Source: an optimization exercise on an open RTL-to-GDS flow (aim: small area). Production flows keep margins and buffers that such runs may drop.
Only simulation tests tie the RTL to the original design; equivalence was not proved.
Power figures rest on the tool's default switching activity, not on a simulated workload.

$ cat flow/config.mk
export PLATFORM = sky130hd
export DESIGN_NAME = Top
export DESIGN_NICKNAME = Top
export VERILOG_FILES = /design/flow/design.v
export SDC_FILE = /design/flow/constraint.sdc
export NUM_CORES = 4
export LEC_CHECK = 0
export CAP_MARGIN = 20
export CORE_MARGIN = 2
export CORE_UTILIZATION = 65
export SLEW_MARGIN = 20
$ cat flow/constraint.sdc
create_clock -name core_clock -period 10.0 [get_ports {clk}]
set_input_delay 2.0000 -clock core_clock [delete_from_list [all_inputs] [get_ports {clk}]]
set_output_delay 2.0000 -clock core_clock [all_outputs]
set_load 0.01 [all_outputs]
$ cat flow/design.v
`timescale 1ns / 1ps
module PWMA(
    input clk,
    input reset,
    input [7:0] SW,
    output reg pwm_a,
    output reg pwm_b
    );
    reg [10:0] counter;
    reg pa, pb;
    wire [10:0] cnext = counter + 11'd1;
    function below;
        input [2:0] sel;
        input [10:0] c;
        begin
            case (sel)
                3'd1: below = c < 11'd648;
                3'd2: below = c < 11'd748;
                3'd3: below = c < 11'd848;
                3'd4: below = c < 11'd948;
                default: below = 1'b0;
            endcase
            if (sel >= 3'd1 && sel <= 3'd4 && c[10:1] == 10'h3ff)
                below = 1'b1;
        end
    endfunction
    always @(posedge clk) begin
        if (reset) begin
            counter <= 11'd0;
            pa <= 1'b0;
            pb <= 1'b0;
            pwm_a <= 1'b0;
            pwm_b <= 1'b0;
        end
        else begin
            counter <= cnext;
            pa <= below(SW[6:4], counter);
            pb <= below(SW[3:1], counter);
            pwm_a <= pa;
            pwm_b <= pb;
        end
    end
endmodule
`timescale 1ns / 1ps
module distance(
    input clk,
    input reset,
    input disF,
    input disB,
    output reg detF,
    output reg detB
    );
    always @ (posedge clk) begin
        if (reset) begin
            detF <= 0;
            detB <= 0;
        end
        else begin
            if (disF == 0) begin
                detF <= 1;
            end
            else begin
                detF <= 0;
            end
            if (disB == 0) begin
                detB <= 1;
            end
            else begin
                detB <= 0;
            end
        end
    end
endmodule
`timescale 1ns / 1ps
module Overcurrent(
    input clk,
    input reset,
    input sens,
    output reg oc_flag
);
    reg [16:0] oc_timer;
    reg [13:0] debounce;
    reg tim_done;                
    localparam [16:0] TIM_END = 17'd43223;    
    localparam [13:0] DEB_END = 14'd6219;     
    wire [16:0] tim_next = {oc_timer[15:0], ~(oc_timer[16] ^ oc_timer[13])};
    wire [13:0] deb_next = {debounce[12:0], ~(debounce[13] ^ debounce[12])};
    wire tim_end = tim_done | (oc_timer == TIM_END);
    wire deb_end = (debounce == DEB_END);
    wire tim_clear = !oc_flag && tim_end && !sens;
    always @(posedge clk) begin
        if (reset || tim_clear) begin
            oc_timer <= 17'd0;
            tim_done <= 1'b0;
        end
        else begin
            oc_timer <= tim_next;
            tim_done <= tim_end;
        end
    end
    always @(posedge clk) begin
        if (reset) begin
            oc_flag <= 1'b0;
            debounce <= 14'd0;
        end
        else if (oc_flag) begin
            if (deb_end) begin
                oc_flag <= 1'b0;
                debounce <= 14'd0;
            end
            else
                debounce <= deb_next;
        end
        else if (tim_end && sens) begin
            if (deb_end) begin
                debounce <= 14'd0;
                oc_flag <= 1'b1;
            end
            else
                debounce <= deb_next;
        end
    end
endmodule
`timescale 1ns / 1ps
module IPS_Line(
    input clk,
    input reset,
    input IPS_F,
    input IPS_L,
    input IPS_R,
    input IPS_TR,
    input IPS_TL,
    input EFOR,
    input EREV,
    input EL,
    input ER,
    input EAL,
    input EAR,
    input EFLIP,
    output reg ETL,
    output reg ETR,
    output reg FORA,
    output reg BCKA,
    output reg FORB
);
    localparam IDLE = 3'b000;
    localparam FORWARD = 3'b001;
    localparam ARIGHT = 3'b010;
    localparam ALEFT = 3'b011;
    localparam RIGHT = 3'b100;
    localparam LEFT = 3'b101;
    localparam SPIN = 3'b110;
    localparam REVERSE = 3'b111;
    reg [2:0] state;
    reg [2:0] prev;
    reg ovr;
    always @(posedge clk)
        ovr <= (state == RIGHT) ? IPS_TL : IPS_TR;
    always @(*) begin
        ETR = (prev == RIGHT) || (prev == SPIN);
        ETL = (prev == LEFT);
        case (prev)
            IDLE:    {FORA, BCKA, FORB} = 3'b000;
            FORWARD: {FORA, BCKA, FORB} = 3'b101;
            ARIGHT:  {FORA, BCKA, FORB} = 3'b100;
            ALEFT:   {FORA, BCKA, FORB} = 3'b011;
            RIGHT:   {FORA, BCKA, FORB} = ovr ? 3'b101 : 3'b100;
            LEFT:    {FORA, BCKA, FORB} = ovr ? 3'b101 : 3'b011;
            SPIN:    {FORA, BCKA, FORB} = 3'b100;
            default: {FORA, BCKA, FORB} = 3'b010;    
        endcase
    end
    always @(posedge clk) begin
        if (reset) begin
            state <= IDLE;
            prev <= IDLE;
        end
        else begin
            prev <= state;
            case (state)
                IDLE: begin
                    if (IPS_F && EFOR && !EREV)
                        state <= FORWARD;
                    else if (IPS_F && !EFOR && !EREV)
                        state <= IDLE;
                    else if (EFLIP)
                        state <= SPIN;
                    else if (EREV)
                        state <= REVERSE;
                end
                FORWARD: begin
                    if (!IPS_F)
                        state <= IDLE;
                    else if (IPS_TR && ER)
                        state <= RIGHT;
                    else if (IPS_TL && EL)
                        state <= LEFT;
                    else if (IPS_R && EAR)
                        state <= ARIGHT;
                    else if (IPS_L && EAL)
                        state <= ALEFT;
                end
                ARIGHT:
                    if (IPS_F && !IPS_R)
                        state <= IDLE;
                ALEFT:
                    if (IPS_F && !IPS_L)
                        state <= IDLE;
                RIGHT:
                    if (IPS_F && !IPS_L && !IPS_TL && !IPS_TR)
                        state <= IDLE;
                LEFT:
                    if (IPS_F && !IPS_R && !IPS_TR && !IPS_TL)
                        state <= IDLE;
                SPIN:
                    if (IPS_F)
                        state <= IDLE;
                REVERSE:
                    if (!EREV)
                        state <= IDLE;
            endcase
        end
    end
endmodule
`timescale 1ns / 1ps
module c_store(
    input clk,
    input reset,
    input [1:0] code,
    output reg [1:0] pos1, pos2, pos3
    );
    reg [1:0] state;             
    wire in_use = (pos1 == code) || (pos2 == code) || (pos3 == code);
    wire bgr = (pos1 == 2'b11) && (pos2 == 2'b10) && (pos3 == 2'b01);
    wire bg0 = (pos1 == 2'b11) && (pos2 == 2'b10) && (pos3 == 2'b00);
    reg [1:0] st;
    reg [1:0] n1, n2, n3;
    always @(*) begin
        st = state;
        n1 = pos1;
        n2 = pos2;
        n3 = pos3;
        if (code != 2'b00 && !in_use)
            st = code;
        else if (code == 2'b10 && bgr) begin
            n2 = 2'b01;
            n3 = 2'b10;
        end
        else if (code == 2'b11 && bgr) begin
            n1 = 2'b10;
            n2 = 2'b01;
            n3 = 2'b11;
        end
        else if (code == 2'b11 && bg0) begin
            n1 = 2'b10;
            n2 = 2'b11;
        end
        else
            st = 2'b00;
        if (st != 2'b00) begin
            if (pos1 == 2'b00)
                n1 = st;
            else if (pos2 == 2'b00)
                n2 = st;
            else if (pos3 == 2'b00)
                n3 = st;
        end
    end
    always @(posedge clk) begin
        if (reset) begin
            state <= 2'b00;
            pos1 <= 2'b00;
            pos2 <= 2'b00;
            pos3 <= 2'b00;
        end
        else begin
            state <= st;
            pos1 <= n1;
            pos2 <= n2;
            pos3 <= n3;
        end
    end
endmodule
`timescale 1ns / 1ps
module Color(
    input clk,
    input reset,
    input signal,
    output s2, s3,
    output reg done,             
    output reg [1:0] state,
    output [5:0] led
    );
    reg [14:0] win;              
    localparam [14:0] WIN_LAST = 15'd25566;      
    wire wrap = (win == WIN_LAST);
    wire [14:0] win_next = {win[13:0], ~(win[14] ^ win[13])};
    reg pre_signal;
    wire edge_now = signal ^ pre_signal;
    reg [13:0] cnt;
    reg [13:0] x;
    reg [1:0] k;
    reg [1:0] code;              
    reg done2;
    wire gt = cnt > x;
    wire lt = cnt < x;
    wire f5 = cnt > 14'd5000;
    assign s2 = state[1];
    assign s3 = state[0];
    always @(posedge clk) begin
        if (reset) begin
            win <= 15'd0;
            pre_signal <= 1'b0;
            cnt <= 14'd0;
            done <= 1'b0;
            state <= 2'd0;
            k <= 2'd0;
            code <= 2'd0;
        end
        else begin
            pre_signal <= signal;
            done <= wrap;
            if (done)
                state <= state + 2'd1;
            if (done2 && state == 2'd3)
                code <= k;
            if (wrap) begin
                win <= 15'd0;
                cnt <= {13'd0, edge_now};
                case (state)
                    2'd3: begin
                        x <= cnt;
                        k <= {1'b1, f5};
                    end
                    2'd0: begin
                        if (gt || !k[1])
                            x <= cnt;
                        k <= {lt & k[0], (gt | ~k[1]) & f5};
                    end
                    2'd1: begin
                        if (gt && f5)
                            k <= 2'b11;
                        else if (lt && k[0])
                            k <= 2'b01;
                        else if (lt && k[1])
                            k <= 2'b10;
                        else
                            k <= 2'b00;
                    end
                    default: ;
                endcase
            end
            else begin
                win <= win_next;
                cnt <= cnt + {13'd0, edge_now};
            end
        end
    end
    always @(posedge clk)
        done2 <= done;
    c_store cstore(
        .clk(clk),
        .reset(reset),
        .code(code),
        .pos1(led[1:0]),
        .pos2(led[3:2]),
        .pos3(led[5:4])
    );
endmodule
`timescale 1ns / 1ps
module detect(
input clk,
input reset,
input isig,
input col_done,              
input [1:0] col_state,
output reg IRED,
output reg IGREEN,
output reg IBLUE,
output reg IWHITE
    );
    reg pre_signal;
    reg [11:0] cnt;
    reg [1:0] statee;
    reg rok, bok, gok;
    wire detected = IRED | IGREEN | IBLUE;
    wire edge_now = isig ^ pre_signal;
    wire sat = &cnt[11:9];
    wire ir_done = col_done && col_state == 2'd3;
    always @(posedge clk) begin
        if (reset) begin
            pre_signal <= 1'b0;
            cnt <= 12'd0;
            statee <= 2'd0;
            gok <= 1'b0;
            IRED <= 1'b0;
            IGREEN <= 1'b0;
            IBLUE <= 1'b0;
            IWHITE <= 1'b0;
        end
        else begin
            pre_signal <= isig;
            if (ir_done)
                cnt <= {11'd0, edge_now};
            else if (!sat)
                cnt <= cnt + {11'd0, edge_now};
            if (ir_done) begin
                statee <= statee + 2'd1;
                if (!detected) begin
                    case (statee)
                        2'd0: rok <= cnt > 12'd800 && cnt < 12'd1200;
                        2'd1: bok <= cnt > 12'd2800 && cnt < 12'd3200;
                        2'd3: gok <= cnt > 12'd1800 && cnt < 12'd2300;
                        2'd2: begin
                            IRED <= rok;
                            IBLUE <= !rok && bok;
                            IGREEN <= !rok && !bok && gok;
                            IWHITE <= !rok && !bok && !gok;
                        end
                    endcase
                end
            end
        end
    end
endmodule
`timescale 1ns / 1ps
module Top(
    input clk,
    input [7:0] SW,
    input reset,
    input sens,
    input disF,
    input disB,
    input BOX,
    input signal,
    input IPS_F,
    input IPS_L,
    input IPS_R,
    input IPS_TR,
    input IPS_TL,
    input isig,
    output reg FORA,
    output reg BCKA,
    output reg FORB,
    output BCKB,
    output ENA,
    output ENB,
    output s2, s3,
    output [7:0] led,
    output [1:0] spot,
    output IWHITE,
    output IRED,
    output IGREEN,
    output IBLUE,
    output drop
);
    wire pwm_a, pwm_b;
    wire oc_flag;
    wire detF, detB;
    wire FORA_IPS, BCKA_IPS, FORB_IPS;
    wire TL, TR;
    reg L, R, AL, AR, FLIP, FOR, REV;
    wire col_done;
    wire [1:0] col_state;
    PWMA pwm (.clk(clk), .reset(reset), .SW(SW), .pwm_a(pwm_a), .pwm_b(pwm_b));
    distance distance (
    .clk(clk),
    .reset(reset),
    .disF(disF),
    .disB(disB),
    .detF(detF),
    .detB(detB)
    );
    Overcurrent oc_protection (
    .clk(clk),
    .reset(reset),
    .sens(sens),
    .oc_flag(oc_flag)
    );
    IPS_Line ips_line (
        .clk(clk),
        .reset(reset),
        .IPS_F(IPS_F),
        .IPS_L(IPS_L),
        .IPS_R(IPS_R),
        .IPS_TR(IPS_TR),
        .IPS_TL(IPS_TL),
        .FORA(FORA_IPS),
        .BCKA(BCKA_IPS),
        .FORB(FORB_IPS),
        .EFOR(FOR),
        .EREV(REV),
        .EL(L),
        .ER(R),
        .EAL(AL),
        .EAR(AR),
        .ETL(TL),
        .ETR(TR),
        .EFLIP(FLIP)
    );
    Color color (
        .clk(clk),
        .reset(reset),
        .signal(signal),
        .s2(s2),
        .s3(s3),
        .done(col_done),
        .state(col_state),
        .led(led[5:0])
    );
    assign led[7:6] = 2'b00;
    assign drop = 1'b0;
    detect IR (
        .clk(clk),
        .reset(reset),
        .isig(isig),
        .col_done(col_done),
        .col_state(col_state),
        .IWHITE(IWHITE),
        .IRED(IRED),
        .IGREEN(IGREEN),
        .IBLUE(IBLUE)
    );
    localparam START   = 4'd0;
    localparam PCOL    = 4'd1;
    localparam ASSIGN  = 4'd2;
    localparam POS1    = 4'd3;
    localparam POS2    = 4'd4;
    localparam SKIP    = 4'd5;
    localparam POS3    = 4'd6;
    localparam DASSIGN = 4'd7;
    localparam DPOS1   = 4'd8;
    localparam DPOS2   = 4'd9;
    localparam SPIN    = 4'd10;
    localparam PICKUP  = 4'd11;
    localparam DROPD   = 4'd12;
    reg [3:0] state;
    reg [1:0] pos;
    assign spot = {pos[1] | (pos[0] & IGREEN), pos[0] & ~IGREEN};
    reg [17:0] cnt;
    reg deb_done;
    localparam [17:0] CNT_SKIP = 18'd212679;     
    localparam [17:0] CNT_SPIN = 18'd56963;      
    wire cnt_end = (cnt == CNT_SPIN);
    wire [17:0] cnt_next = {cnt[16:0], ~(cnt[17] ^ cnt[10])};
    wire deb_end = deb_done | (cnt == CNT_SKIP);
    wire [1:0] ir_code = IRED ? 2'b01 : IGREEN ? 2'b10 : 2'b11;
    always @(posedge clk) begin
    if (reset) begin
        state <= START;
        L <= 0;
        R <= 0;
        AL <= 1;
        AR <= 1;
        pos <= 2'd0;
        FLIP <= 0;
        FOR <= 0;
        REV <= 0;
        deb_done <= 0;
        FORA <= 0;
        BCKA <= 0;
        FORB <= 0;
    end
    else begin
    if (SW[0]) begin
        case(state)
            START: begin
                FOR <= IRED | IGREEN | IBLUE;
                REV <= 0;
                if (IRED | IGREEN | IBLUE)
                    state <= PCOL;
            end
            PCOL: begin
                FOR <= 1;
                REV <= 0;
                if (led[1:0] == ir_code) begin
                    pos <= 2'd1;
                    state <= ASSIGN;
                end
                else if (led[3:2] == ir_code) begin
                    pos <= 2'd2;
                    state <= ASSIGN;
                end
                else if (led[5:4] == ir_code) begin
                    pos <= 2'd3;
                    state <= ASSIGN;
                end
            end
            ASSIGN: begin
                state <= (pos == 2'd1) ? POS1 : POS2;
            end
            POS1: begin
                L <= 0;
                R <= 0;
                AL <= 1;
                AR <= 1;
                if (IPS_TR) begin
                    AR <= 0;
                    cnt <= 18'd0;
                    state <= SKIP;
                end
                else if (detF) begin
                    cnt <= 18'd0;
                    state <= SPIN;
                end
            end
            POS2: begin
                if (pos == 2'd2) begin
                    L <= 1;
                    R <= 1;
                    AL <= 1;
                    AR <= 1;
                    if (detF) begin
                        cnt <= 18'd0;
                        state <= SPIN;
                    end
                end
                else begin
                    if (IPS_TL && !L && !TL && !TR) begin
                        AL <= 0;
                        cnt <= 18'd0;
                        state <= SKIP;
                    end
                    else begin
                        L <= 0;
                        R <= 1;
                        AR <= 1;
                        AL <= 1;
                    end
                end
            end
            SKIP: begin
                if (deb_end) begin
                    deb_done <= 1;
                    if (pos == 2'd3) begin
                        if (IPS_TL)
                            state <= POS3;
                    end
                    else if (pos == 2'd1)
                        state <= POS1;
                end
                else begin
                    cnt <= cnt_next;
                    L <= 0;
                    R <= 0;
                end
            end
            POS3: begin
                R <= 0;
                L <= 1;
                AL <= 1;
                AR <= 1;
                if (detF) begin
                    cnt <= 18'd0;
                    state <= SPIN;
                end
            end
            DASSIGN: begin
                state <= (pos == 2'd1) ? DPOS1 : DPOS2;
            end
            DPOS1: begin
                FOR <= 1;
                REV <= 0;
                L <= 0;
                R <= 0;
                AL <= 1;
                AR <= 1;
                if (IPS_TL) begin
                    AL <= 0;
                    cnt <= 18'd0;
                    state <= SKIP;
                end
                if (detF)
                    state <= DROPD;
            end
            SPIN: begin
                FOR <= 0;
                REV <= 1;
                if (cnt_end) begin
                    FLIP <= 1;
                    FOR <= 1;
                    REV <= 0;
                    if (IPS_F) begin
                        FLIP <= 0;
                        REV <= 1;
                        state <= PICKUP;
                    end
                end
                else
                    cnt <= cnt_next;
            end
            PICKUP: begin
                if (detB) begin
                    REV <= 1;
                    FOR <= 0;
                end
                else if (BOX) begin
                    REV <= 0;
                    FOR <= 1;
                    state <= DASSIGN;
                end
            end
            DROPD: begin
                if (detF)
                    FOR <= 0;
                if (!BOX)
                    state <= SPIN;
            end
            default: ;
        endcase
    end
        FORA <= FORA_IPS;
        BCKA <= BCKA_IPS;
        FORB <= FORB_IPS;
    end
end
    assign BCKB = (FORA | BCKA) & ~FORB;
    assign ENA = pwm_a && ~oc_flag;
    assign ENB = pwm_b && ~oc_flag;
endmodule
$ cat flow/flow/run.sh
#!/bin/bash
# Own flow: the standard layout (standard.sh) with two changes:
#  - clock tree: no dummy balancing loads, smaller clock buffers;
#  - port buffers: the smallest buffer, buf_1.
# Each tool's output goes to ORFS's own logs under orfs/logs; make's output
# goes to flow_make.log here.
set -euo pipefail
export CTS_ARGS="-sink_clustering_enable -repair_clock_nets -dont_use_dummy_load -root_buf sky130_fd_sc_hd__clkbuf_16 -buf_list sky130_fd_sc_hd__clkbuf_8 -sink_clustering_size 30 -sink_clustering_max_diameter 100"
export BUFFER_PORTS_ARGS="-buffer_cell sky130_fd_sc_hd__buf_1"
bash standard.sh finish > flow_make.log 2>&1
$ cat flow/standard.sh
#!/bin/bash
# synth_recipe.tcl (not shown) runs the flow's synth.tcl, then flattens the netlist and writes it again
# the make line also repeats each setting of config.mk as NAME=value (left out here)
make -C /OpenROAD-flow-scripts/flow DESIGN_CONFIG=/design/flow/config.mk WORK_HOME=/design/flow/orfs CLKGATE_MAP_FILE= SYNTH_SCRIPT=/design/flow/synth_recipe.tcl "${@:-finish}"
==> flow_summary.ini, run 1 <==
[logic_synthesis]
netlist_area_mm2 = 0.00846
synthDistinctLibCells = 78
synthCells = 935
ys_seq_area_share_pct = 45.2
synth_edf_count = 34
ys.flop_type = dfxtp_1
synthArstFlopShare_pct = 0
synth_warnings = 8
syn_avg_cell_area_um2 = 9.05
synth-seq-cells = 174

[global_route]
first_global_vias = 6240
grt_usage_pct = 24.4
grt_overflow_total = 0
antenna_found_initial = 0
grt_pass1_wl_mm = 28.5
grt_max_degree = 66

[setup_path]
crit_arrival_ns = 3.93
crit_path_start_kind = input pin
cp.required_ns = 10.26
critPathMaxFanout = 8
cp-end-kind = flip-flop
r2r_start = color.cnt[3]
worstReg2RegEnd = color.x[7]
r2r_cells = 8
rrSetupSlack_ns = 7.10
critical_path_class = input pin to flip-flop
crit_start = IPS_TL
endpoint = state[2]

[sta]
tightest_slew_ns = 1.03
hold_violations = 0
slew_viol_final = 0
finClkSkew_ns = 0.0241
finalSetupTns_ns = 0
hold_ws_ns = 0.434
fmax_ghz = 0.272
min_period_ns = 3.67
finalSetupViolations = 0
period_share_pct = 36.7
rsz0062_at_grt = false
relSlewSlack_pct = 31.4

[place]
dpl.hpwl_mm = 11.7
place_congestion = 0.890
portBuffers = 39

[pwr]
powerDensity_mw_per_mm2 = 166
irDropWorstVdd_mv = 0.0950
leakagePower_nw = 3.20

[floorplan]
die_area_mm2 = 0.0139
die_h_um = 118
num_rows = 41
die_w_um = 118
core-area_mm2 = 0.0127
io_pins = 44
start_util_pct = 66.8

[clock_tree]
cts_setup_buffers = 0
cts-htree-levels = 4
worst_skew_pair.late_latency_ns = 0.38
cts_tree = yes
clk_pin_slew_ns = 0.09
hold_buffers = 0
clock_sinks = 174
cts.repair.resized = 0
clk_path_buf_depth = 2
cts_buffers = 17
cts_root_buf = clkbuf_16

[finish]
diodes = 0
final_layout_size_suffix_gt1_share_pct = 5.16
fillers = 1038
final_cell_mix = dfxtp_1 (140), nor2_1 (89), nand2_1 (82)
final_common_cell = dfxtp_1
fin_nets = 1000
syn_to_final_growth_pct = 5.43

[drt]
wl_per_cell_um = 14.9
vias = 6695
ant_nets = 0
viasPerCell = 5.97
drc = 0
firstDrtPassIters = 5
drt_iter0_drc = 507
wirelength_mm = 16.7

[hold_path]
hold_class = flip-flop to flip-flop
min_path_cells = 1

[job]
maxCapViolations = 0

[status]
outcome = complete, no violations
-- registers in the layout, indices dropped and copies added, names as in the netlist, 2 cells and up --
name,cells
ips_line.state,3
color.cstore.pos1,2
state,4
color.cnt,14
pos,2
oc_protection.oc_timer,17
ips_line.prev,3
color.cstore.pos2,2
oc_protection.debounce,14
IR.statee,2
color.code,2
color.cstore.state,2
color.state,2
color.win,15
cnt,18
color.x,14
pwm.counter,11
color.cstore.pos3,2
color.k,2
IR.cnt,12
-- routing by layer --
layer | global-route usage [%] | vias to the layer above | wire length, um
met5 | 0 | - | 0
met4 | 7.76 | 0 | 295
met3 | 4.60 | 26 | 792
met2 | 40.4 | 148 | 7780
met1 | 32.4 | 3182 | 7800
li1 | - | 3339 | -
-- cells by family after synthesis --
| logic type | synth area share (%) |
|---|---|
| compound gates | 17.6 |
| xor+xnor | 3.93 |
| fa+ha+maj | 4.14 |
| buf+inv | 4.27 |
| flops | 45.2 |
| mux | 1.76 |
| other cells | 0.0443 |
| simple gates | 23.1 |
-- worst max-delay path: stages --
cell and delay (ns):
buf_1 0.31, nand2b_1 0.12, nor2_1 0.18, o21ai_0 0.26
a2111oi_4 0.48, and3_4 0.28, mux2_4 0.29
-- where the power goes --
part | internal [mW] | leakage (nW) | switching (mW)
clock network | 0.161 | 0.127 | 0.209
logic | 0.135 | 1.60 | 0.180
registers | 0.755 | 1.47 | 0.0438
total | 1.05 | 3.20 | 0.433
-- layout make-up --
type	count	area [um2]	share of cell area [%]
repair buffers	44	185	2.08
well taps	172	215	2.41
flip-flops and latches	174	3820	42.9
multi-input cells	674	4300	48.2
clock buffers	17	245	2.75
inverters	40	150	1.68
-- worst min path at each step --
stage / from / endpoint / slack, ns
final: oc_protection.oc_timer[0] / oc_protection.oc_timer[1] / 0.43
after global routing: oc_protection.oc_timer[2] / oc_protection.oc_timer[3] / 0.46
after CTS: oc_protection.oc_timer[0] / oc_protection.oc_timer[1] / 0.44
after detailed placement: color.done / color.done2 / 0.44
after global placement: pwm.pa / pwm.pwm_a / 0.43
after floorplan: color.done / color.done2 / 0.40
-- synth_stat cells, types with 5 or more instances --
| cell type | instances | area [um2] |
|---|---|---|
| a211oi_1 | 14 | 105 |
| a21o_1 | 9 | 67.6 |
| a21oi_1 | 60 | 300 |
| a22o_1 | 20 | 175 |
| a31oi_1 | 12 | 75.1 |
| and2_1 | 32 | 200 |
| and3_1 | 10 | 62.6 |
| buf_2 | 10 | 50.1 |
| clkbuf_1 | 33 | 124 |
| dfxtp_1 | 140 | 2800 |
| edfxtp_1 | 34 | 1020 |
| ha_1 | 28 | 350 |
| inv_1 | 40 | 150 |
| mux2i_1 | 10 | 100 |
| nand2_1 | 82 | 308 |
| nand2b_1 | 13 | 81.3 |
| nand3_1 | 43 | 215 |
| nand3b_1 | 5 | 37.5 |
| nand4_1 | 6 | 37.5 |
| nand4b_1 | 5 | 43.8 |
| nor2_1 | 89 | 334 |
| nor2b_1 | 27 | 169 |
| nor3_1 | 16 | 80.1 |
| o211ai_1 | 5 | 37.5 |
| o21a_1 | 6 | 45.0 |
| o21ai_0 | 39 | 195 |
| or2_2 | 7 | 43.8 |
| or3_1 | 5 | 31.3 |
| or4_1 | 6 | 45.0 |
| xnor2_1 | 16 | 140 |
| xor2_1 | 22 | 193 |
-- metrics by stage --
step / cells / util, % / power (mW) / area [um2] / setup WS (ns)
after floorplan: 937 / - / 1.06 / 8470 / 5.34
after global placement: 1104 / 68.4 / 1.11 / 8670 / 6.04
after detailed placement: 1104 / 68.4 / 1.12 / 8670 / 5.99
after CTS: 1121 / 70.4 / 1.49 / 8910 / 6.37
after global routing: 1121 / 70.4 / 1.56 / 8920 / 6.25
final: 1121 / 70.4 / 1.48 / 8920 / 6.33
==> run 2, diff against run 1 <==
==> flow/flow/run.sh (replaced) <==
#!/bin/bash
# Own flow: the standard layout (standard.sh) with two changes:
#  - clock tree: no dummy balancing loads, smaller clock buffers;
#  - port buffers: the smallest buffer, buf_1;
#  - after global routing, gates off the critical paths are downsized
#    (ORFS RECOVER_POWER).
# Each tool's output goes to ORFS's own logs under orfs/logs; make's output
# goes to flow_make.log here.
set -euo pipefail
export CTS_ARGS="-sink_clustering_enable -repair_clock_nets -dont_use_dummy_load -root_buf sky130_fd_sc_hd__clkbuf_16 -buf_list sky130_fd_sc_hd__clkbuf_8 -sink_clustering_size 30 -sink_clustering_max_diameter 100"
export BUFFER_PORTS_ARGS="-buffer_cell sky130_fd_sc_hd__buf_1"
export RECOVER_POWER=100
bash standard.sh finish > flow_make.log 2>&1
==> run 2 against run 1 <==
- critical path type unchanged
- now fails the layout checks on max-capacitance violations, max-slew violations
- power fell by 0.43%
- via count rose by 0.15%
- sequential cell count did not move
- critical path depth fell by 3
- worst setup slack got worse by 2.4 ns
- register-to-register slack got worse by 0.49 ns
- synthesized area did not move
- die area did not move
- sequential power barely moved
==> flow_summary.ini, run 2 <==
[setup_path]
slowest_stage = clkbuf_1
cp-end-kind = flip-flop
rrSetupSlack_ns = 6.61
path_cells = clkbuf_1, clkbuf_1, a21oi_1, and2_1
critPathMaxFanout = 65
r2r_start = state[2]
cp.required_ns = 10.26
worstReg2RegEnd = cnt[0]
slowest_delay_ns = 2.05
cpMostUsedCell = clkbuf_1
crit_arrival_ns = 6.28
critical_path_class = input pin to flip-flop
r2r_cells = 5
crit_path_start_kind = input pin

[logic_synthesis]
yosys.area.top_type = dfxtp_1
syn_avg_cell_area_um2 = 9.05
synthCells = 935
synth_warnings = 8
synthTopCellsByCount = dfxtp_1 (140), nor2_1 (89), nand2_1 (82)
synth-seq-cells = 174
yosys.cell_count.top_type = dfxtp_1
synth_edf_count = 34
synthArstFlopShare_pct = 0
netlist_area_mm2 = 0.00846
synthDistinctLibCells = 78
ys.flop_type = dfxtp_1
synth_top_area_share_pct = 33.1
ys_seq_area_share_pct = 45.2
synth_area_leaders = dfxtp_1 (33%), edfxtp_1 (12%), ha_1 (4.1%)

[floorplan]
die_h_um = 118
io_pins = 44
die_area_mm2 = 0.0139
num_rows = 41
die_w_um = 118
start_util_pct = 66.8
core-area_mm2 = 0.0127

[drt]
vias = 6705
drt_iter0_drc = 523
ant_nets = 0
viasPerCell = 5.98
wirelength_mm = 16.7
drc = 0
firstDrtPassIters = 5
wl_per_cell_um = 14.9

[clock_tree]
cts.repair.resized = 0
clk_path_buf_depth = 2
clock_sinks = 174
cts_tree = yes
clk_pin_slew_ns = 0.09
worst_skew_pair.late_latency_ns = 0.38
cts_setup_buffers = 0
hold_buffers = 0
cts_buffers = 17
cts_root_buf = clkbuf_16
cts-htree-levels = 4

[finish]
reg.largest.list = cnt x18, oc_protection.oc_timer x17, color.win x15
largest_reg_flops = 18
seq_area_mm2 = 0.00382
final_layout_size_suffix_gt1_share_pct = 4.32
fin_cells = 1121
diodes = 0
final_common_cell = dfxtp_1
regMostFlops = cnt
fin_nets = 1000
multi_input_area_mm2 = 0.00428
fillers = 1049
post-route-cell-area_mm2 = 0.00889
syn_to_final_growth_pct = 5.01
final_cell_mix = dfxtp_1 (140), nor2_1 (89), nand2_1 (82)
fin_util_pct = 70.1

[pwr]
irDropWorstVdd_mv = 0.0946
p_total_mw = 1.48
powerDensity_mw_per_mm2 = 166
leakagePower_nw = 3.17

[sta]
hold_ws_ns = 0.440
finalSetupViolations = 0
fmax_ghz = 0.166
period_share_pct = 60.2
rsz0062_at_grt = false
setup_slack_ns = 3.98
slew_viol_final = 85
finClkSkew_ns = 0.0237
relSlewSlack_pct = -87.7
hold_violations = 0
finalSetupTns_ns = 0
min_period_ns = 6.02
tightest_slew_ns = 2.82

[global_route]
first_global_vias = 6240
antenna_found_initial = 0
grt_usage_pct = 24.4
grt_max_degree = 66
grt_pass1_wl_mm = 28.5
grt_overflow_total = 0

[place]
place_congestion = 0.890
dp_cells = 1104
dpl.hpwl_mm = 11.7
place_ws_ns = 5.99
place_area_mm2 = 0.00867
portBuffers = 39

[status]
outcome = complete, but fails checks
so_faults = max-capacitance violations, max-slew violations

[hold_path]
min_to = oc_protection.oc_timer[1]
min_path_cells = 1
hold_class = flip-flop to flip-flop
hp-start = oc_protection.oc_timer[0]

[job]
maxCapViolations = 2
run 2: cell counts after synthesis:
No cell type changed its count.
run 2: routing by layer:
layer	global-route usage [%]	share of wire, %
met5	0	0
met4	7.76	1.6
met3	4.60	4.3
met2	40.4	47
met1	32.4	47
run 2: critical path, delay by kind of cell:
kind / cells / cell delay (ns)
buffers and inverters: 2 / 3.01
and+or+nand+nor: 1 / 0.41
AOI/OAI and AO/OA: 1 / 0.76
run 2: worst max path at each step:
stage | start | end | slack (ns) | depth (start not counted)
2_1_floorplan | IPS_TL | cnt[0] | 5.34 | 4
3_3_place_gp | IPS_TL | state[2] | 6.04 | 7
3_5_place_dp | IPS_TL | state[2] | 5.99 | 7
4_1_cts | IPS_TL | state[2] | 6.37 | 7
5_1_grt | reset | oc_protection.oc_timer[6] | 3.53 | 4
6_report | reset | oc_protection.oc_timer[6] | 3.98 | 4
run 2: kinds of logic after synthesis:
logic type               share of synthesized area [%]
other                                           0.0443
adder cells (fa/ha/maj)                           4.14
multiplexers                                      1.76
AO/OA/AOI/OAI                                     17.6
XOR/XNOR                                          3.93
buffers and inverters                             4.27
flip-flops                                        45.2
AND/OR/NAND/NOR                                   23.1
run 2: power breakdown:
part	internal, mW	switching (mW)
registers	0.755	0.0437
clock network	0.161	0.210
logic	0.131	0.177
total	1.05	0.430
run 2: layout make-up:
| class | count | share of cell area [%] |
|---|---|---|
| multi-input cells | 674 | 48.2 |
| flip-flops and latches | 174 | 43.0 |
| inverters | 40 | 1.69 |
| clock buffers | 17 | 2.76 |
| repair buffers | 44 | 1.94 |
| well taps | 172 | 2.42 |
==> run 3, diff against run 2 <==
--- a/flow/design.v
+++ b/flow/design.v
@@ -303,7 +303,10 @@
     reg [1:0] code;              
     reg done2;
-    wire gt = cnt > x;
-    wire lt = cnt < x;
+    reg seen;
+    wire eq = (cnt == x);
+    wire gt = seen & ~eq;
+    wire lt = ~seen & ~eq;
     wire f5 = cnt > 14'd5000;
+    wire x0_next = (cnt == 14'd0) && (state == 2'd3 || eq || !k[1]);
     assign s2 = state[1];
     assign s3 = state[0];
@@ -326,4 +329,5 @@
                 code <= k;
             if (wrap) begin
+                seen <= edge_now & x0_next;
                 win <= 15'd0;
                 cnt <= {13'd0, edge_now};
@@ -352,4 +356,5 @@
             end
             else begin
+                seen <= seen | eq;
                 win <= win_next;
                 cnt <= cnt + {13'd0, edge_now};
@@ -668,7 +673,8 @@
                 if (IPS_TL) begin
                     AL <= 0;
-                    cnt <= 18'd0;
                     state <= SKIP;
                 end
+                if (IPS_TL && !detF)
+                    cnt <= 18'd0;
                 if (detF)
                     state <= DROPD;
==> flow/flow/run.sh (replaced) <==
#!/bin/bash
# Own flow: the standard layout (standard.sh) with two changes:
#  - clock tree: no dummy balancing loads, smaller clock buffers;
#  - port buffers: the smallest buffer, buf_1.
# Each tool's output goes to ORFS's own logs under orfs/logs; make's output
# goes to flow_make.log here.
set -euo pipefail
export CTS_ARGS="-sink_clustering_enable -repair_clock_nets -dont_use_dummy_load -root_buf sky130_fd_sc_hd__clkbuf_16 -buf_list sky130_fd_sc_hd__clkbuf_8 -sink_clustering_size 30 -sink_clustering_max_diameter 100"
export BUFFER_PORTS_ARGS="-buffer_cell sky130_fd_sc_hd__buf_1"
bash standard.sh finish > flow_make.log 2>&1
--- a/flow/config.mk
+++ b/flow/config.mk
@@ -9,3 +9,4 @@
 export CORE_MARGIN = 2
 export CORE_UTILIZATION = 65
+export GPL_TIMING_DRIVEN = 0
 export SLEW_MARGIN = 20
==> run 3 against run 2 <==
- now clean on timing, DRC and antenna
- core utilization rose by 1.7 points
- sequential share of layout area fell by 0.51 points
- first-iteration DRC count is 12% higher
- clock skew up 0.0021 ns
- critical path depth increased by 3
- critical path type unchanged
==> flow_summary.ini, run 3 <==
[pwr]
p_int_mw = 1.06
leakagePower_nw = 3.41
p_clk_share_pct = 24.1
powerDensity_mw_per_mm2 = 168
power_frac_comb_pct = 24.1
swShare_pct = 30.4
netSwitchingPower_mw = 0.464
irDropWorstVdd_mv = 0.124
seqPwrFrac_pct = 51.8

[finish]
fin_nets = 1007
largest_reg_flops = 18
final_layout_size_suffix_gt1_share_pct = 7.94
final_cell_mix = dfxtp_1 (140), nor2_1 (109), nand2_1 (61)
final_common_cell = dfxtp_1
regMostFlops = cnt
reg.largest.list = cnt x18, oc_protection.oc_timer x17, color.win x15
syn_to_final_growth_pct = 7.56
diodes = 0
post-route-cell-area_mm2 = 0.00906

[job]
maxCapViolations = 0

[clock_tree]
cts_setup_buffers = 0
clk_path_buf_depth = 2
cts.repair.resized = 0
cts-htree-levels = 4
clk_pin_slew_ns = 0.08
clock_sinks = 175
cts_buffers = 17
hold_buffers = 0
cts_root_buf = clkbuf_16
worst_skew_pair.late_latency_ns = 0.38
cts_tree = yes

[logic_synthesis]
ys_seq_area_share_pct = 45.7
synthDistinctLibCells = 87
syn_avg_cell_area_um2 = 9.23
synth_warnings = 8
synthTopCellsByCount = dfxtp_1 (140), nor2_1 (109), nand2_1 (61)
synthArstFlopShare_pct = 0
synth_area_leaders = dfxtp_1 (33%), edfxtp_1 (12%), nor2_1 (4.9%)
synth_edf_count = 35
ys.flop_type = dfxtp_1
synth-seq-cells = 175
netlist_area_mm2 = 0.00843
synth_top_area_share_pct = 33.3
yosys.area.top_type = dfxtp_1
yosys.cell_count.top_type = dfxtp_1
synthCells = 913

[setup_path]
crit_arrival_ns = 4.17
crit_path_start_kind = input pin
critPathMaxFanout = 10
r2r_cells = 8
rrSetupSlack_ns = 7.30
cp.required_ns = 10.07
crit_buf_inv = 5
critical_path_class = input pin to flip-flop
cp_top_family = buffers and inverters
worstReg2RegEnd = cnt[13]
cp-end-kind = flip-flop
slowest_stage = clkbuf_1
path_cells = clkbuf_1, inv_1, clkbuf_1, nand2_1, nor4_2, buf_4, buf_4
slowest_delay_ns = 0.47
r2r_start = state[3]

[floorplan]
num_rows = 41
core-area_mm2 = 0.0126
io_pins = 44
die_area_mm2 = 0.0139
die_h_um = 118
start_util_pct = 66.8
die_w_um = 118

[global_route]
grt_pass1_wl_mm = 31.9
antenna_found_initial = 0
grt_usage_pct = 28.1
grt_overflow_total = 0
first_global_vias = 6686
grt_max_degree = 17

[sta]
fmax_ghz = 0.244
period_share_pct = 41.0
finalSetupViolations = 0
finalSetupTns_ns = 0
finClkSkew_ns = 0.0258
min_period_ns = 4.10
rsz0062_at_grt = false
relSlewSlack_pct = 43.1
tightest_slew_ns = 0.853
hold_violations = 0
slew_viol_final = 0

[place]
dpl.hpwl_mm = 13.6
place_area_mm2 = 0.00882
place_congestion = 0.959
portBuffers = 35

[hold_path]
min_path_cells = 0
hold_class = flip-flop to flip-flop
min_to = color.done2
hp-start = color.done

[drt]
wirelength_mm = 18.9
drc = 0
firstDrtPassIters = 5
ant_nets = 0
wl_per_cell_um = 16.5
drt_iter0_drc = 584
viasPerCell = 6.07
vias = 6928

[status]
outcome = complete, no violations
==> run 3: cell types whose count changed in the layout (fill, tap and decap cells not counted), sizes merged, moves of 11 or more <==
| cell | before | now |
|---|---|---|
| buf | 37 | 66 |
| inv | 40 | 22 |
| nand3 | 43 | 32 |
| ha | 28 | 14 |
| clkbuf | 24 | 38 |
| nand2 | 82 | 61 |
| nor2 | 89 | 110 |
==> run 3: per-stage QoR <==
step | cells | power (mW) | utilization, % | hold WS [ns] | setup WS [ns]
global route | 1142 | 1.60 | 71.8 | 0.444 | 5.81
floorplan | 915 | 1.07 | - | 0.399 | 5.19
finish | 1142 | 1.53 | 71.8 | 0.432 | 5.90
detailed placement | 1125 | 1.16 | 69.9 | 0.413 | 5.57
CTS | 1142 | 1.53 | 71.8 | 0.429 | 5.95
global placement | 1122 | 1.15 | 69.6 | 0.411 | 4.07
==> run 3: kinds of logic after synthesis <==
group	after synthesis	synth area share, %
simple gates	375	23.9
compound gates	206	16.7
flops	175	45.7
buf+inv	71	3.86
xor+xnor	51	5.30
mux	20	2.39
fa+ha+maj	14	2.08
other cells	1	0.0445
==> run 3: routing by layer <==
layer | track usage, % | share of wire, % | up-vias
li1 | - | - | 3362
met1 | 37.3 | 44 | 3260
met2 | 45.3 | 48 | 274
met3 | 5.47 | 6.5 | 32
met4 | 10.8 | 2.0 | 0
met5 | 0 | 0 | -
==> run 3: final cells by class <==
cell class / instances / area (um2)
buffer: 49 / 243
tap: 172 / 215
inverter: 22 / 82.6
timing repair buffer: 38 / 158
clock buffer: 17 / 245
multi-input combinational: 669 / 4270
fill: 983 / 3550
sequential: 175 / 3850
==> run 3: power by group through the flow <==
stage,Clock [mW],Combinational (mW),Sequential (mW)
after CTS,0.377,0.360,0.789
after global routing,0.406,0.403,0.795
final,0.368,0.368,0.790
after global placement,0,0.349,0.804
after detailed placement,0,0.358,0.805
after floorplan,0,0.275,0.797
==> run 3: how the worst max path moves through the flow <==
stage               startpoint  endpoint  slack, ns  cells after the start
global placement         reset    cnt[9]       4.07                      5
floorplan                reset    cnt[0]       5.19                      5
finish                   reset   cnt[13]       5.90                      7
CTS                      reset   cnt[13]       5.95                      7
global route             reset   cnt[13]       5.81                      7
detailed placement       reset   cnt[10]       5.57                      7
==> run 4, diff against run 3 <==
--- a/flow/config.mk
+++ b/flow/config.mk
@@ -9,4 +9,3 @@
 export CORE_MARGIN = 2
 export CORE_UTILIZATION = 65
-export GPL_TIMING_DRIVEN = 0
 export SLEW_MARGIN = 20
==> run 4 against run 3 <==
- clock skew increased by 0.0079 ns
- register-to-register slack improved by 0.06 ns
- global-route usage decreased by 2.5 points
- worst setup slack got worse by 0.092 ns
- critical endpoint is now color.x[9]
- largest power group unchanged
- highest routed layer unchanged
==> flow_summary.ini, run 4 <==
[global_route]
grt_overflow_total = 0
grt_max_degree = 75
grt_pass1_wl_mm = 29.3
first_global_vias = 6162
antenna_found_initial = 0
grt_usage_pct = 25.6

[place]
place_congestion = 0.872
portBuffers = 39
dpl.hpwl_mm = 11.7
place_area_mm2 = 0.00860

[sta]
min_period_ns = 4.19
period_share_pct = 41.9
finalSetupViolations = 0
finClkSkew_ns = 0.0337
finalSetupTns_ns = 0
slew_viol_final = 0
rsz0062_at_grt = false
fmax_ghz = 0.238
hold_violations = 0
relSlewSlack_pct = 29.4
tightest_slew_ns = 1.05

[drt]
wl_per_cell_um = 15.5
ant_nets = 0
drc = 0
drt_iter0_drc = 499
vias = 6543
wirelength_mm = 17.0
firstDrtPassIters = 5
viasPerCell = 5.96

[clock_tree]
hold_buffers = 0
clk_path_buf_depth = 2
cts-htree-levels = 4
cts_setup_buffers = 0
cts.repair.resized = 0
cts_tree = yes
clock_sinks = 175
worst_skew_pair.late_latency_ns = 0.38
cts_root_buf = clkbuf_16
clk_pin_slew_ns = 0.07
cts_buffers = 17

[finish]
post-route-cell-area_mm2 = 0.00884
largest_reg_flops = 18
diodes = 0
fin_nets = 963
syn_to_final_growth_pct = 4.91
final_cell_mix = dfxtp_1 (140), nor2_1 (109), nand2_1 (61)
final_common_cell = dfxtp_1
reg.largest.list = cnt x18, oc_protection.oc_timer x17, color.win x15
regMostFlops = cnt
final_layout_size_suffix_gt1_share_pct = 6.05

[logic_synthesis]
synth_edf_count = 35
synthTopCellsByCount = dfxtp_1 (140), nor2_1 (109), nand2_1 (61)
synthArstFlopShare_pct = 0
synthDistinctLibCells = 87
ys_seq_area_share_pct = 45.7
synth_area_leaders = dfxtp_1 (33%), edfxtp_1 (12%), nor2_1 (4.9%)
yosys.cell_count.top_type = dfxtp_1
syn_avg_cell_area_um2 = 9.23
ys.flop_type = dfxtp_1
yosys.area.top_type = dfxtp_1
synthCells = 913
netlist_area_mm2 = 0.00843
synth_top_area_share_pct = 33.3
synth_warnings = 8
synth-seq-cells = 175

[job]
maxCapViolations = 0

[setup_path]
crit_path_start_kind = input pin
cp-end-kind = flip-flop
slowest_delay_ns = 0.85
critPathMaxFanout = 74
slowest_stage = nor3b_2
cp_top_family = simple AND/OR/NAND/NOR gates
crit_buf_inv = 3
crit_arrival_ns = 4.18
critical_path_class = input pin to flip-flop
path_cells = clkbuf_2, buf_4, inv_1, and2_1, nor3b_2
cp.required_ns = 9.99

[pwr]
leakagePower_nw = 3.26
irDropWorstVdd_mv = 0.142
powerDensity_mw_per_mm2 = 170

[floorplan]
core-area_mm2 = 0.0126
die_area_mm2 = 0.0139
start_util_pct = 66.8
die_w_um = 118
io_pins = 44
num_rows = 41
die_h_um = 118

[hold_path]
hold_class = flip-flop to flip-flop

[status]
outcome = complete, no violations
==> run 4: power breakdown <==
part	internal, mW	leakage, nW	switching (mW)
logic	0.132	1.65	0.182
registers	0.758	1.48	0.0582
clock network	0.161	0.127	0.208
==> run 4: per-stage QoR <==
| stage | util, % | worst slack (ns) | hold WS (ns) | power, mW | instances |
|---|---|---|---|---|---|
| 2_1_floorplan | - | 5.19 | 0.399 | 1.07 | 915 |
| 3_3_place_gp | 68.1 | 5.43 | 0.419 | 1.13 | 1081 |
| 3_5_place_dp | 68.1 | 5.39 | 0.422 | 1.14 | 1081 |
| 4_1_cts | 70.1 | 5.78 | 0.437 | 1.51 | 1098 |
| 5_1_grt | 70.1 | 5.60 | 0.450 | 1.58 | 1098 |
| 6_report | 70.1 | 5.81 | 0.437 | 1.50 | 1098 |
==> run 4: cell type report <==
type	instances	area, um2
fillers	1039	3780
clock buffers	17	245
inverters	22	82.6
well taps	172	215
flip-flops and latches	175	3850
repair buffers	43	178
multi-input cells	669	4270
==> run 4: per-layer routing <==
layer	global-route usage, %	vias up	wire, um
met4	8.28	0	299
met1	35.0	3073	7840
li1	-	3270	-
met5	0	-	0
met3	4.84	26	796
met2	41.0	174	8090
==> run 4: worst register-to-register path, delay by kind of cell (launching register included) <==
| family | cells | cell delay (ns) |
|---|---|---|
| DFF | 1 | 0.36 |
| and+or+nand+nor | 4 | 1.90 |
==> run 4: path summary, 6_finish.rpt <==
kind                      to  cells after the start  slack (ns)          start
setup / recovery  color.x[9]                      5        5.81          reset
hold / removal     pwm.pwm_a                      1        0.44         pwm.pa
setup reg to reg  color.x[9]                      4        7.36  color.win[13]
hold reg to reg    pwm.pwm_a                      1        0.44         pwm.pa
==> run 4: kinds of logic after synthesis <==
group	Yosys count	share of synthesized area (%)
flops	175	45.7
compound gates	206	16.7
xor+xnor	51	5.30
fa+ha+maj	14	2.08
buf+inv	71	3.86
simple gates	375	23.9
other cells	1	0.0445
mux	20	2.39
==> run 5, diff against run 4 <==
==> flow/flow/run.sh (replaced) <==
#!/bin/bash
# Own flow: the standard layout (standard.sh) with two changes:
#  - clock tree: no dummy balancing loads, smaller clock buffers;
#  - port buffers: the smallest buffer, buf_1;
#  - after placement's repair_design, flow/post_resize.tcl downsizes gates
#    with slack to spare and repairs slew and capacitance again.
# Each tool's output goes to ORFS's own logs under orfs/logs; make's output
# goes to flow_make.log here.
set -euo pipefail
export CTS_ARGS="-sink_clustering_enable -repair_clock_nets -dont_use_dummy_load -root_buf sky130_fd_sc_hd__clkbuf_16 -buf_list sky130_fd_sc_hd__clkbuf_8 -sink_clustering_size 30 -sink_clustering_max_diameter 100"
export BUFFER_PORTS_ARGS="-buffer_cell sky130_fd_sc_hd__buf_1"
export POST_RESIZE_TCL="$PWD/flow/post_resize.tcl"
bash standard.sh finish > flow_make.log 2>&1
==> flow/flow/post_resize.tcl (new file) <==
# After placement's repair_design: downsize gates off the critical paths
# (the clock period leaves a lot of slack), then repair slew and
# capacitance again.
repair_timing -recover_power 100 -verbose
repair_design -slew_margin 20 -cap_margin 20 -verbose
==> run 5 against run 4 <==
- synthesized cell count unchanged
- power down 0.13%
- design area up 0.40%
- core utilization up 0.28 points
- worst setup slack worse by 0.060 ns
- sequential share of layout area down 0.17 points
- via count up 0.32%
- critical path depth up 2
- clock-buffer cell count unchanged
- clock power about the same
- fmax down 1.4%
- combinational power about the same
- critical path type unchanged
- largest cell class unchanged
==> flow_summary.ini, run 5 <==
[sta]
fmax_ghz = 0.235
finClkSkew_ns = 0.0358
finalSetupTns_ns = 0
tightest_slew_ns = 0.966
hold_violations = 0
period_share_pct = 42.5
setup_slack_ns = 5.75
finalSetupViolations = 0
slew_viol_final = 0
min_period_ns = 4.25
relSlewSlack_pct = 35.6
rsz0062_at_grt = false

[setup_path]
cp.required_ns = 9.97
r2r_cells = 6
critical_path_class = input pin to flip-flop
crit_arrival_ns = 4.22
crit_path_start_kind = input pin
critPathMaxFanout = 55
cp-end-kind = flip-flop

[job]
maxCapViolations = 0

[drt]
viasPerCell = 5.96
drc = 0
vias = 6564
firstDrtPassIters = 5
wl_per_cell_um = 15.5
drt_iter0_drc = 497
ant_nets = 0
wirelength_mm = 17.1

[status]
outcome = complete, no violations

[floorplan]
io_pins = 44
die_h_um = 118
core-area_mm2 = 0.0126
die_w_um = 118
start_util_pct = 66.8
die_area_mm2 = 0.0139
num_rows = 41

[finish]
diodes = 0
syn_to_final_growth_pct = 5.33
fin_nets = 966
final_common_cell = dfxtp_1
final_cell_mix = dfxtp_1 (140), nor2_1 (109), nand2_1 (61)
regMostFlops = cnt
final_layout_size_suffix_gt1_share_pct = 6.14
reg.largest.list = cnt x18, oc_protection.oc_timer x17, color.win x15
largest_reg_flops = 18

[place]
portBuffers = 39
place_congestion = 0.872
place_ws_ns = 5.33
dpl.hpwl_mm = 11.9

[logic_synthesis]
synth_edf_count = 35
synthArstFlopShare_pct = 0
netlist_area_mm2 = 0.00843
synth_warnings = 8
synth_area_leaders = dfxtp_1 (33%), edfxtp_1 (12%), nor2_1 (4.9%)
synth_top_area_share_pct = 33.3
syn_avg_cell_area_um2 = 9.23
ys_seq_area_share_pct = 45.7
ys.flop_type = dfxtp_1
synthDistinctLibCells = 87
yosys.area.top_type = dfxtp_1
synthCells = 913
synth-seq-cells = 175
yosys.cell_count.top_type = dfxtp_1
synthTopCellsByCount = dfxtp_1 (140), nor2_1 (109), nand2_1 (61)

[global_route]
first_global_vias = 6237
grt_max_degree = 56
grt_usage_pct = 25.5
antenna_found_initial = 0
grt_overflow_total = 0
grtUsageMet1_pct = 34.6
grt_busiest_layer = met2
grt_pass1_wl_mm = 29.5
use_met2_pct = 41.6
use_met3_pct = 5.57

[pwr]
swShare_pct = 29.7
leakagePower_nw = 3.28
irDropWorstVdd_mv = 0.153
p_clk_share_pct = 24.6
power_frac_comb_pct = 20.9
seqPwrFrac_pct = 54.5
p_int_mw = 1.05
powerDensity_mw_per_mm2 = 169
netSwitchingPower_mw = 0.445

[clock_tree]
cts_root_buf = clkbuf_16
cts_tree = yes
cts_buffers = 17
cts.repair.resized = 0
clk_pin_slew_ns = 0.08
worst_skew_pair.late_latency_ns = 0.38
cts_setup_buffers = 0
clk_path_buf_depth = 2
hold_buffers = 0
cts-htree-levels = 4
clock_sinks = 175

[hold_path]
hold_class = flip-flop to flip-flop
min_path_cells = 1
-- run 5: cell types whose count changed in the layout (fill, tap and decap cells not counted), sizes merged --
cell    before  now
clkbuf      18   21
-- run 5: worst max-delay path, stage by stage --
cell,delay (ns)
clkbuf_2,0.08
clkbuf_4,0.25
buf_16,0.25
inv_1,0.53
nand2_1,0.14
nor4_2,0.18
clkbuf_1,0.75
-- run 5: power by group through the flow --
| stage | Sequential [mW] | Combinational, mW | Clock (mW) |
|---|---|---|---|
| floorplan | 0.797 | 0.275 | 0 |
| global placement | 0.827 | 0.301 | 0 |
| detailed placement | 0.830 | 0.308 | 0 |
| CTS | 0.814 | 0.309 | 0.381 |
| global route | 0.823 | 0.348 | 0.402 |
| finish | 0.816 | 0.313 | 0.369 |
-- run 5: path summary, 6_finish.rpt --
path / from / end / slack (ns)
max: reset / cnt[4] / 5.75
min: pwm.pa / pwm.pwm_a / 0.44
max reg2reg: state[0] / cnt[4] / 6.87
min reg2reg: pwm.pa / pwm.pwm_a / 0.44
-- run 5: layout make-up --
cell class / count / area (um2)
clock buffer: 17 / 245
multi-input combinational: 669 / 4260
tap: 172 / 215
inverter: 22 / 82.6
sequential: 175 / 3850
timing repair buffer: 46 / 220
fill: 1034 / 3740
-- run 5: through the flow --
step / power (mW) / cells / hold WS (ns) / area (um2) / util [%]
after floorplan: 1.07 / 915 / 0.399 / 8440 / -
after global placement: 1.13 / 1081 / 0.419 / 8600 / 68.1
after detailed placement: 1.14 / 1084 / 0.422 / 8630 / 68.4
after CTS: 1.50 / 1101 / 0.441 / 8880 / 70.3
after global routing: 1.57 / 1101 / 0.458 / 8880 / 70.3
final: 1.50 / 1101 / 0.438 / 8880 / 70.3
-- run 5: kinds of logic (layout without fill, tap and decap cells) --
logic type / count (synthesis) / in the layout / synth area share (%)
AND/OR/NAND/NOR: 375 / 375 / 23.9
AO/OA/AOI/OAI: 206 / 206 / 16.7
flip-flops: 175 / 175 / 45.7
buffers and inverters: 71 / 85 / 3.86
XOR/XNOR: 51 / 51 / 5.30
multiplexers: 20 / 20 / 2.39
adder cells (fa/ha/maj): 14 / 14 / 2.08
other: 1 / 3 / 0.0445
-- run 5: routing by layer --
| metal | wire length, um | part of all wire (%) |
|---|---|---|
| met1 | 7980 | 47 |
| met2 | 8220 | 48 |
| met3 | 720 | 4.2 |
| met4 | 196 | 1.1 |
| met5 | 0 | 0 |
==> run 6, diff against run 5 <==
--- a/flow/design.v
+++ b/flow/design.v
@@ -544,10 +544,24 @@
     assign spot = {pos[1] | (pos[0] & IGREEN), pos[0] & ~IGREEN};
     reg [17:0] cnt;
-    reg deb_done;
+    reg deb_done, rev_done;
     localparam [17:0] CNT_SKIP = 18'd212679;     
     localparam [17:0] CNT_SPIN = 18'd56963;      
-    wire cnt_end = (cnt == CNT_SPIN);
     wire [17:0] cnt_next = {cnt[16:0], ~(cnt[17] ^ cnt[10])};
     wire deb_end = deb_done | (cnt == CNT_SKIP);
+    wire cnt_end = rev_done | (cnt == CNT_SPIN);
+    wire skip_start = (state == POS1 && IPS_TR) ||
+                      (state == POS2 && pos != 2'd2 && IPS_TL && !L && !TL && !TR) ||
+                      (state == DPOS1 && IPS_TL);
+    wire spin_start = (state == POS1 && !IPS_TR && detF) ||
+                      (state == POS2 && pos == 2'd2 && detF) ||
+                      (state == POS3 && detF);
+    always @(posedge clk) begin
+        if (SW[0])
+            cnt <= (skip_start || spin_start) ? 18'd0 : cnt_next;
+        if (SW[0] && spin_start)
+            rev_done <= 1'b0;
+        else if (SW[0] && state == SPIN && cnt_end)
+            rev_done <= 1'b1;
+    end
     wire [1:0] ir_code = IRED ? 2'b01 : IGREEN ? 2'b10 : 2'b11;
     always @(posedge clk) begin
@@ -602,9 +616,7 @@
                 if (IPS_TR) begin
                     AR <= 0;
-                    cnt <= 18'd0;
                     state <= SKIP;
                 end
                 else if (detF) begin
-                    cnt <= 18'd0;
                     state <= SPIN;
                 end
@@ -617,5 +629,4 @@
                     AR <= 1;
                     if (detF) begin
-                        cnt <= 18'd0;
                         state <= SPIN;
                     end
@@ -624,5 +635,4 @@
                     if (IPS_TL && !L && !TL && !TR) begin
                         AL <= 0;
-                        cnt <= 18'd0;
                         state <= SKIP;
                     end
@@ -646,5 +656,4 @@
                 end
                 else begin
-                    cnt <= cnt_next;
                     L <= 0;
                     R <= 0;
@@ -657,5 +666,4 @@
                 AR <= 1;
                 if (detF) begin
-                    cnt <= 18'd0;
                     state <= SPIN;
                 end
@@ -675,6 +683,4 @@
                     state <= SKIP;
                 end
-                if (IPS_TL && !detF)
-                    cnt <= 18'd0;
                 if (detF)
                     state <= DROPD;
@@ -693,6 +699,4 @@
                     end
                 end
-                else
-                    cnt <= cnt_next;
             end
             PICKUP: begin
==> flow/flow/run.sh (replaced) <==
#!/bin/bash
# Own flow: the standard layout (standard.sh) with two changes:
#  - clock tree: no dummy balancing loads, smaller clock buffers;
#  - port buffers: the smallest buffer, buf_1.
# Each tool's output goes to ORFS's own logs under orfs/logs; make's output
# goes to flow_make.log here.
set -euo pipefail
export CTS_ARGS="-sink_clustering_enable -repair_clock_nets -dont_use_dummy_load -root_buf sky130_fd_sc_hd__clkbuf_16 -buf_list sky130_fd_sc_hd__clkbuf_8 -sink_clustering_size 30 -sink_clustering_max_diameter 100"
export BUFFER_PORTS_ARGS="-buffer_cell sky130_fd_sc_hd__buf_1"
bash standard.sh finish > flow_make.log 2>&1
removed: flow/flow/post_resize.tcl
==> run 6 against run 5 <==
- routed wire length is 6.7% lower
- still clean
- clock skew is 0.015 ns lower
- fmax is 6.7% higher
- worst hold slack better by 0.0054 ns
- design area is 2.3% lower
- first-iteration DRC count is 18% higher
- highest routed layer unchanged
- via count is 3.4% lower
- sequential power is 1% higher
==> flow_summary.ini, run 6 <==
[sta]
finalSetupTns_ns = 0
hold_violations = 0
fmax_ghz = 0.251
min_period_ns = 3.99
slew_viol_final = 0
finalSetupViolations = 0
finClkSkew_ns = 0.0208
period_share_pct = 39.9
setup_slack_ns = 6.01
rsz0062_at_grt = false
relSlewSlack_pct = 29.7
hold_ws_ns = 0.443
tightest_slew_ns = 1.05

[logic_synthesis]
synth_edf_count = 35
synth_area_leaders = dfxtp_1 (34%), edfxtp_1 (13%), nor2_1 (4.6%)
synthTopCellsByCount = dfxtp_1 (141), nor2_1 (100), nand2_1 (60)
netlist_area_mm2 = 0.00823
yosys.area.top_type = dfxtp_1
synth_warnings = 8
ys.flop_type = dfxtp_1
synthArstFlopShare_pct = 0
synthDistinctLibCells = 80
yosys.cell_count.top_type = dfxtp_1
syn_avg_cell_area_um2 = 9.17
synth_top_area_share_pct = 34.3
synth-seq-cells = 176
synthCells = 898
ys_seq_area_share_pct = 47.1

[place]
place_ws_ns = 5.58
portBuffers = 39
dpl.hpwl_mm = 11.0
place_area_mm2 = 0.00842
place_congestion = 0.927
dp_cells = 1066

[drt]
drc = 0
vias = 6342
firstDrtPassIters = 7
ant_nets = 0
drt_iter0_drc = 585
viasPerCell = 5.86
wirelength_mm = 16.0
wl_per_cell_um = 14.7

[clock_tree]
worst_skew_pair.late_latency_ns = 0.38
cts_buffers = 17
clock_sinks = 176
cts_tree = yes
cts_root_buf = clkbuf_16
cts.repair.resized = 0
clk_path_buf_depth = 2
cts-htree-levels = 4
clk_pin_slew_ns = 0.08
cts_setup_buffers = 0
hold_buffers = 0

[global_route]
grt_overflow_total = 0
grt_max_degree = 83
first_global_vias = 5929
grt_usage_pct = 24.5
grt_pass1_wl_mm = 26.7
antenna_found_initial = 0

[floorplan]
start_util_pct = 66.0
num_rows = 41
core-area_mm2 = 0.0125
die_area_mm2 = 0.0136
io_pins = 44
die_h_um = 117
die_w_um = 117

[setup_path]
crit_path_start_kind = input pin
critPathMaxFanout = 82
path_cells = clkbuf_2, buf_4, inv_1, and2_1, nor3b_2
cp-end-kind = flip-flop
r2r_cells = 6
critical_path_class = input pin to flip-flop
cp.required_ns = 10.00
rrSetupSlack_ns = 7.03
r2r_start = state[1]
worstReg2RegEnd = state[1]
slowest_delay_ns = 0.84
slowest_stage = nor3b_2
crit_arrival_ns = 3.99

[pwr]
leakagePower_nw = 3.13
irDropWorstVdd_mv = 0.128
p_total_mw = 1.45
powerDensity_mw_per_mm2 = 167

[hold_path]
hold_class = flip-flop to flip-flop
min_path_cells = 1
min_to = pwm.pwm_b
hp-start = pwm.pb

[finish]
final_common_cell = dfxtp_1
reg.largest.list = cnt x18, oc_protection.oc_timer x17, color.win x15
final_cell_mix = dfxtp_1 (141), nor2_1 (100), nand2_1 (60)
largest_reg_flops = 18
final_layout_size_suffix_gt1_share_pct = 3.29
syn_to_final_growth_pct = 5.35
fin_nets = 948
fin_util_pct = 69.6
diodes = 0
regMostFlops = cnt
fin_cells = 1083
post-route-cell-area_mm2 = 0.00867

[status]
outcome = complete, no violations

[job]
maxCapViolations = 0
[run 6: layer usage]
metal	wire length (um)	share of wire [%]	track usage (%)
met5	0	0	0
met4	335	2.1	8.94
met3	727	4.6	6.07
met2	7690	48	41.5
met1	7220	45	30.5
[run 6: area by class of cell]
| class | count | area [um2] |
|---|---|---|
| multi-input cells | 658 | 4100 |
| inverters | 18 | 67.6 |
| well taps | 172 | 215 |
| fillers | 1036 | 3790 |
| repair buffers | 42 | 170 |
| clock buffers | 17 | 245 |
| flip-flops and latches | 176 | 3870 |
[run 6: how the worst max path moves through the flow]
| stage | cells after the start | endpoint | startpoint |
|---|---|---|---|
| 3_3_place_gp | 5 | color.x[7] | reset |
| 6_report | 5 | color.x[4] | reset |
| 4_1_cts | 5 | color.x[3] | reset |
| 5_1_grt | 5 | color.x[3] | reset |
| 2_1_floorplan | 4 | color.x[0] | reset |
| 3_5_place_dp | 5 | color.x[7] | reset |
[run 6: cells by family (layout without fill, tap and decap cells)]
logic type               after synthesis  in the layout  share of synthesized area (%)
XOR/XNOR                              54             54                           5.75
AO/OA/AOI/OAI                        180            180                           14.6
other                                  1              3                         0.0456
flip-flops                           176            176                           47.1
adder cells (fa/ha/maj)               14             14                           2.13
AND/OR/NAND/NOR                      393            393                           25.3
buffers and inverters                 66             77                           3.36
multiplexers                          14             14                           1.73
[run 6: where the power goes]
part           switching [mW]  internal [mW]
Combinational           0.144          0.109
Sequential             0.0556          0.768
Clock                   0.213          0.161
Total                   0.412           1.04
[run 6: critical path: cells and delay by family]
| kind | cells | cell delay, ns |
|---|---|---|
| AND/OR/NAND/NOR | 2 | 1.05 |
| buffers and inverters | 3 | 0.89 |

## re-timing with driven ports
No port has a modelled driver above. Below, the same layouts with a new extraction and two added sets of constraints.
Step 1 assumes that a clkbuf_16 drives the clock port and a buf_2 every other input.
Step 2 also shifts input and output timing later by t, the mid clock arrival at the registers, as if the neighbouring blocks saw the same clock.
Three values: ideal, step 1, step 2; two values: the first two.
run	shift t [ns]	slack for setup (ns)	worst data-port slew with drivers (ns)
run 1	0.410	6.326 / 6.342 / 5.932	0.04
run 2	0.411	3.976 / 3.986 / 3.575	0.04
run 3	0.408	5.899 / 5.904 / 5.496	0.05
run 4	0.404	5.807 / 5.826 / 5.422	0.03
run 5	0.402	5.747 / 5.765 / 5.362	0.03
run 6	0.412	6.012 / 6.035 / 5.622	0.04
For run 3, which loses most, drivers alone change the setup slack by +0.005 ns; drivers and shift together by -0.403 ns.
